From an optimization exercise on the open Yosys and OpenROAD flow, aimed at small area; shortcuts taken in it are not production practice.
In this exercise RTL edits were held to simulation tests only and were not proved equivalent to the original.

==> flow/design.v <==
module FIR (input wire clk, input wire rst, input wire data_i_en, input wire [24:0] data_i,
  output wire data_o_en, output reg [24:0] data_o);
reg [5:0] cnt;
assign data_o_en = (cnt == 6'd39);
always @(posedge clk) if (rst) cnt <= 6'd0; else if (data_i_en && cnt != 6'd39) cnt <= cnt + 6'd1;
reg [24:0] d1;
reg [24:0] d2;
reg [24:0] d3;
reg [24:0] d4;
reg [24:0] d5;
reg [24:0] d6;
wire signed [40:0] p0 = $signed(d6) * $signed(17'd17316);
wire signed [20:0] h0 = p0[40:20];
wire signed [40:0] p1 = $signed(d6) * $signed(17'd19561);
wire signed [20:0] h1 = p1[40:20];
wire signed [40:0] p2 = $signed(d6) * $signed(17'd21800);
wire signed [20:0] h2 = p2[40:20];
wire signed [40:0] p3 = $signed(d6) * $signed(17'd24009);
wire signed [20:0] h3 = p3[40:20];
wire signed [40:0] p4 = $signed(d6) * $signed(17'd26167);
wire signed [20:0] h4 = p4[40:20];
wire signed [40:0] p5 = $signed(d6) * $signed(17'd28252);
wire signed [20:0] h5 = p5[40:20];
wire signed [40:0] p6 = $signed(d6) * $signed(17'd30241);
wire signed [20:0] h6 = p6[40:20];
wire signed [40:0] p7 = $signed(d6) * $signed(17'd32113);
wire signed [20:0] h7 = p7[40:20];
wire signed [40:0] p8 = $signed(d6) * $signed(17'd33849);
wire signed [20:0] h8 = p8[40:20];
wire signed [40:0] p9 = $signed(d6) * $signed(17'd35429);
wire signed [20:0] h9 = p9[40:20];
wire signed [40:0] p10 = $signed(d6) * $signed(17'd36836);
wire signed [20:0] h10 = p10[40:20];
wire signed [40:0] p11 = $signed(d6) * $signed(17'd38054);
wire signed [20:0] h11 = p11[40:20];
wire signed [40:0] p12 = $signed(d6) * $signed(17'd39071);
wire signed [20:0] h12 = p12[40:20];
wire signed [40:0] p13 = $signed(d6) * $signed(17'd39873);
wire signed [20:0] h13 = p13[40:20];
wire signed [40:0] p14 = $signed(d6) * $signed(17'd40453);
wire signed [20:0] h14 = p14[40:20];
wire signed [40:0] p15 = $signed(d6) * $signed(17'd40803);
wire signed [20:0] h15 = p15[40:20];
wire signed [40:0] p16 = $signed(d6) * $signed(17'd40921);
wire signed [20:0] h16 = p16[40:20];
reg [24:0] s1;
reg [24:0] s2;
reg [24:0] s3;
reg [24:0] s4;
reg [24:0] s5;
reg [24:0] s6;
reg [24:0] s7;
reg [24:0] s8;
reg [24:0] s9;
reg [24:0] s10;
reg [24:0] s11;
reg [24:0] s12;
reg [24:0] s13;
reg [24:0] s14;
reg [24:0] s15;
reg [24:0] s16;
reg [23:0] s17;
reg [23:0] s18;
reg [23:0] s19;
reg [23:0] s20;
reg [23:0] s21;
reg [23:0] s22;
reg [23:0] s23;
reg [22:0] s24;
reg [22:0] s25;
reg [22:0] s26;
reg [22:0] s27;
reg [21:0] s28;
reg [21:0] s29;
reg [20:0] s30;
reg [20:0] s31;
reg [19:0] s32;
always @(posedge clk) if (data_i_en) begin
  d1 <= data_i;
  d2 <= d1;
  d3 <= d2;
  d4 <= d3;
  d5 <= d4;
  d6 <= d5;
  data_o <= {{4{h0[20]}},h0} + s1;
  s1 <= $signed(h1) + $signed(s2);
  s2 <= $signed(h2) + $signed(s3);
  s3 <= $signed(h3) + $signed(s4);
  s4 <= $signed(h4) + $signed(s5);
  s5 <= $signed(h5) + $signed(s6);
  s6 <= $signed(h6) + $signed(s7);
  s7 <= $signed(h7) + $signed(s8);
  s8 <= $signed(h8) + $signed(s9);
  s9 <= $signed(h9) + $signed(s10);
  s10 <= $signed(h10) + $signed(s11);
  s11 <= $signed(h11) + $signed(s12);
  s12 <= $signed(h12) + $signed(s13);
  s13 <= $signed(h13) + $signed(s14);
  s14 <= $signed(h14) + $signed(s15);
  s15 <= $signed(h15) + $signed(s16);
  s16 <= $signed(h16) + $signed({{1{s17[23]}},s17});
  s17 <= $signed(h15) + $signed(s18);
  s18 <= $signed(h14) + $signed(s19);
  s19 <= $signed(h13) + $signed(s20);
  s20 <= $signed(h12) + $signed(s21);
  s21 <= $signed(h11) + $signed(s22);
  s22 <= $signed(h10) + $signed(s23);
  s23 <= $signed(h9) + $signed({{1{s24[22]}},s24});
  s24 <= $signed(h8) + $signed(s25);
  s25 <= $signed(h7) + $signed(s26);
  s26 <= $signed(h6) + $signed(s27);
  s27 <= $signed(h5) + $signed({{1{s28[21]}},s28});
  s28 <= $signed(h4) + $signed(s29);
  s29 <= $signed(h3) + $signed({{1{s30[20]}},s30});
  s30 <= $signed(h2) + $signed(s31);
  s31 <= $signed(h1) + $signed({{1{s32[19]}},s32});
  s32 <= h0[19:0];
end
endmodule
==> flow/run.sh <==
#!/bin/bash
# synth_recipe.tcl (not shown) runs the flow's synth.tcl, then flattens the netlist and writes it again
# the make line also repeats each setting of config.mk as NAME=value (left out here)
make -C /OpenROAD-flow-scripts/flow DESIGN_CONFIG=/design/flow/config.mk WORK_HOME=/design/flow/orfs CLKGATE_MAP_FILE= SYNTH_SCRIPT=/design/flow/synth_recipe.tcl finish
==> flow/config.mk <==
export PLATFORM = sky130hd
export DESIGN_NAME = FIR
export DESIGN_NICKNAME = FIR
export VERILOG_FILES = /design/flow/design.v
export SDC_FILE = /design/flow/constraint.sdc
export NUM_CORES = 4
export LEC_CHECK = 0
export CAP_MARGIN = 20
export CORE_MARGIN = 2
export CORE_UTILIZATION = 40
export SLEW_MARGIN = 20
==> flow/constraint.sdc <==
create_clock -name core_clock -period 8.0 [get_ports {clk}]
set_input_delay 1.6000 -clock core_clock [delete_from_list [all_inputs] [get_ports {clk}]]
set_output_delay 1.6000 -clock core_clock [all_outputs]
set_load 0.01 [all_outputs]
==> summary.txt <==
[stage by stage]
step | cell area [um^2] | std cells | hold WS (ns) | util | setup TNS [ns]
floorplan | 152000 | 14700 | 0.400 | - | -2045.00
global placement | 189000 | 23500 | 0.401 | 0.503 | -251.56
detailed placement | 189000 | 23500 | 0.405 | 0.503 | -277.55
CTS | 198000 | 23900 | 0.398 | 0.529 | -107.56
global route | 207000 | 24100 | 0.398 | 0.551 | -179.38
finish | 207000 | 24200 | 0.398 | 0.551 | -95.46
[repair_timing]
item | CTS | global route
cloned | 1 | 1
buffers inserted | 169 | 243
pin swaps | 332 | 803
gates resized for setup | 841 | 1303
endpoints found under the setup margin | 454 | 473
[logic make-up after synthesis]
family	Yosys count
simple gates	2152
fa+ha+maj	4628
buf+inv	3472
mux	22
flops	947
xor+xnor	1042
compound gates	2407
[worst register-to-register path, delay by kind of cell, from the launching register on]
kind                       cells  cell delay (ns)
xor gates and xnor gates       1             0.23
AOI/OAI and AO/OA             19             3.72
and+or+nand+nor                2             0.22
adders and majority gates      8             3.29
buffers and inverters          6             0.68
DFF                            1             0.47
[layout by cell type (no fill, tap or decap), drive strengths merged, types with 25 or more instances in the layout]
| cell | netlist | final |
|---|---|---|
| or2 | 44 | 44 |
| clkbuf | 37 | 157 |
| o21bai | 121 | 121 |
| a211o | 31 | 31 |
| ha | 2544 | 2544 |
| inv | 3426 | 3430 |
| fa | 2084 | 2084 |
| and2 | 71 | 71 |
| buf | 8 | 4237 |
| o211ai | 65 | 65 |
| nor2 | 618 | 618 |
| and4 | 26 | 26 |
| nand2 | 403 | 403 |
| a21oi | 782 | 782 |
| o41ai | 25 | 25 |
| o21ai | 395 | 395 |
| clkinvlp | 0 | 26 |
| o21a | 135 | 135 |
| clkdlybuf4s50 | 0 | 52 |
| nor3 | 237 | 237 |
| nor2b | 109 | 109 |
| edfxtp | 941 | 941 |
| a21boi | 33 | 33 |
| and3 | 111 | 111 |
| a211oi | 98 | 98 |
| clkinv | 1 | 34 |
| nand3 | 167 | 167 |
| a21o | 353 | 353 |
| a31oi | 75 | 75 |
| nand4 | 72 | 72 |
| o31ai | 44 | 44 |
| xor2 | 303 | 303 |
| nand2b | 130 | 130 |
| xnor2 | 732 | 732 |
| or3 | 77 | 77 |
[worst min path at each step]
| stage | to | slack, ns | cells after the start |
|---|---|---|---|
| 2_1_floorplan | d2[0] | 0.40 | 0 |
| 3_3_place_gp | d4[13] | 0.40 | 0 |
| 3_5_place_dp | d2[14] | 0.40 | 0 |
| 4_1_cts | d4[21] | 0.40 | 0 |
| 5_1_grt | d4[21] | 0.40 | 0 |
| 6_report | d4[21] | 0.40 | 0 |
[final cells by class]
cell class / instances / area [um^2] / area share
sequential: 947 / 28400 / 0.137
tap: 4994 / 6250 / 0.0302
multi-input combinational: 10300 / 120000 / 0.580
inverter: 3427 / 13000 / 0.0627
timing repair buffer: 4290 / 34800 / 0.168
clock inverter: 74 / 838 / 0.00406
antenna: 17 / 42.5 / 0.000206
clock buffer: 156 / 3480 / 0.0168
[routing by layer]
metal  part of all wire  vias to the layer above  global-route usage
met4              0.063                       28               0.157
met2               0.44                     4428               0.483
li1                   -                    57300                   -
met1               0.42                    62700               0.427
met3              0.083                     1198              0.0633
met5            0.00032                        -                   0
==> flow_metrics.tcl <==
set metrics [dict create \
    numPortBuffers 53 \
    startpoint "d6[9]" \
    clock_latency_ns 0.92 \
    worst_setup_path_end_kind "flip-flop" \
    avgViaCountPerCell 5.20 \
    synth_nets 19300 \
    vias 126000 \
    crit_required_ns 8.62 \
    hold_violations 0 \
    arrival_ns 9.50 \
    final_nets 23700 \
    drive_gt1_frac 0.323 \
    holdCritPathClass "reg -> reg" \
    r2r_slack_ns -0.89 \
    synth_fa_ha_area_frac 0.489 \
    synth_compound_area_frac 0.103 \
    synth.top_cells.by_area "fa_1, ha_1, edfxtp_1, inv_1, xnor2_1" \
    max_freq_mhz 113 \
    cp_top_family "compound AO/OA/AOI/OAI gates" \
    clock_path_buffers 4 \
    cts_buffers 135 \
    cts_tree "yes" \
    regToRegEndpoint "s10[24]" \
    clock_sinks 947 \
    cts_root_buf "clkbuf_16" \
    clk_pin_slew_ns 0.06 \
    drc 0 \
    drv_slew 0 \
    antenna_found_initial 38 \
    synth_flop_cell "edfxtp_1" \
    routed_wl_um 610000 \
    netlist_top_cells_count "inv_1, ha_1, fa_1, edfxtp_1, a21oi_1" \
    ant_nets 0 \
    synth_warnings 1 \
    crit_end "s10[24]" \
    die_y_um 617 \
    fp.dieW_um 617 \
    synth_top_area_frac 0.277 \
    grt_pass1_vias 126000 \
    r2r_cells 36 \
    synthToLayoutAreaGrowth_pct 37.3 \
    preCtsSetupSlack_ns -1.86 \
    min_from "d3[21]" \
    routedWlPerCell_um 25.2 \
    post-dp-hpwl_um 516000 \
    syn_avg_cell_area_um2 10.3 \
    tightest_slew_ns 1.09 \
    path_depth 36 \
    max_slew_margin 0.275 \
    async_flop_share 0 \
    dieArea_um2 381000 \
    synth_edf_count 941 \
    fin_skew_ns 0.106 \
    critPathSlowestCell "fa_2" \
    yosysTopAreaCell "fa_1" \
    rsz0062_at_grt "yes" \
    grt_pass1_wl_um 866000 \
    yosysMostFrequentCell "inv_1" \
    crit_type "reg -> reg" \
    fin_crit_ns 8.89 \
    synth_xor_area_frac 0.0614 \
    synth_top_family_by_area "adder cells" \
    fill_cells 33000 \
    core.rowCount 225 \
    synthMuxAreaShare 0.00148 \
    crit_fanout 3 \
    drt-initial-drc-count 10600 \
    ys_seq_area_frac 0.189 \
    cts_hold_buf 0 \
    synth_area_um2 151000 \
    cts_htree_levels 4 \
    grt_max_degree 167 \
    crit_top_cell "a21oi_2" \
    synth_cell_types 83 \
    crit_buf_inv 6 \
    synthesis.instances 14700 \
    ys_seq_elements 947 \
    synth-simple-area-share 0.0703 \
    finalCritPeriodShare 1.11 \
    grt.total_usage 0.316 \
    core_area_um2 375000 \
    first_pass_iters 6 \
    drv_cap 0 \
    place.gp.congestion 1.06 \
    status "finished with violations" \
    so_faults "negative setup slack" \
    r2r_start "d6[9]" \
    fin_ws_ns -0.885 \
    initial_core_util 0.401 \
    startpoint_type "flip-flop" \
    grt.overflow.total 0 \
    io_pins 54 \
    finalSetupViolCount 330 \
    cpPeakStageDelay_ns 0.62 \
]

port drivers added, routing unchanged:
The flow's constraints put no driver on any port. The routed layout listed below was extracted and timed again, unchanged, in two steps.
Step 1: set_driving_cell puts a clkbuf_16 on clk and a buf_2 on each other input, an assumption about the parent block.
Step 2, shift: input delay + t, output delay - t, t = (earliest + latest rising clock arrival at the registers) / 2. This alone moves slack from input paths to output paths.
Three values: ideal ports, drivers, drivers and shift; two values: the first two.
t (ns): 0.968
setup WS [ns]: -0.885 / -0.885 / -0.885
hold WS [ns]: 0.398 / 0.398 / 0.398
worst setup path after step 2: register to register
pins driven straight from the clock port: 1
For this run, drivers alone change the setup slack by 0.000 ns; drivers and shift together by 0.000 ns.
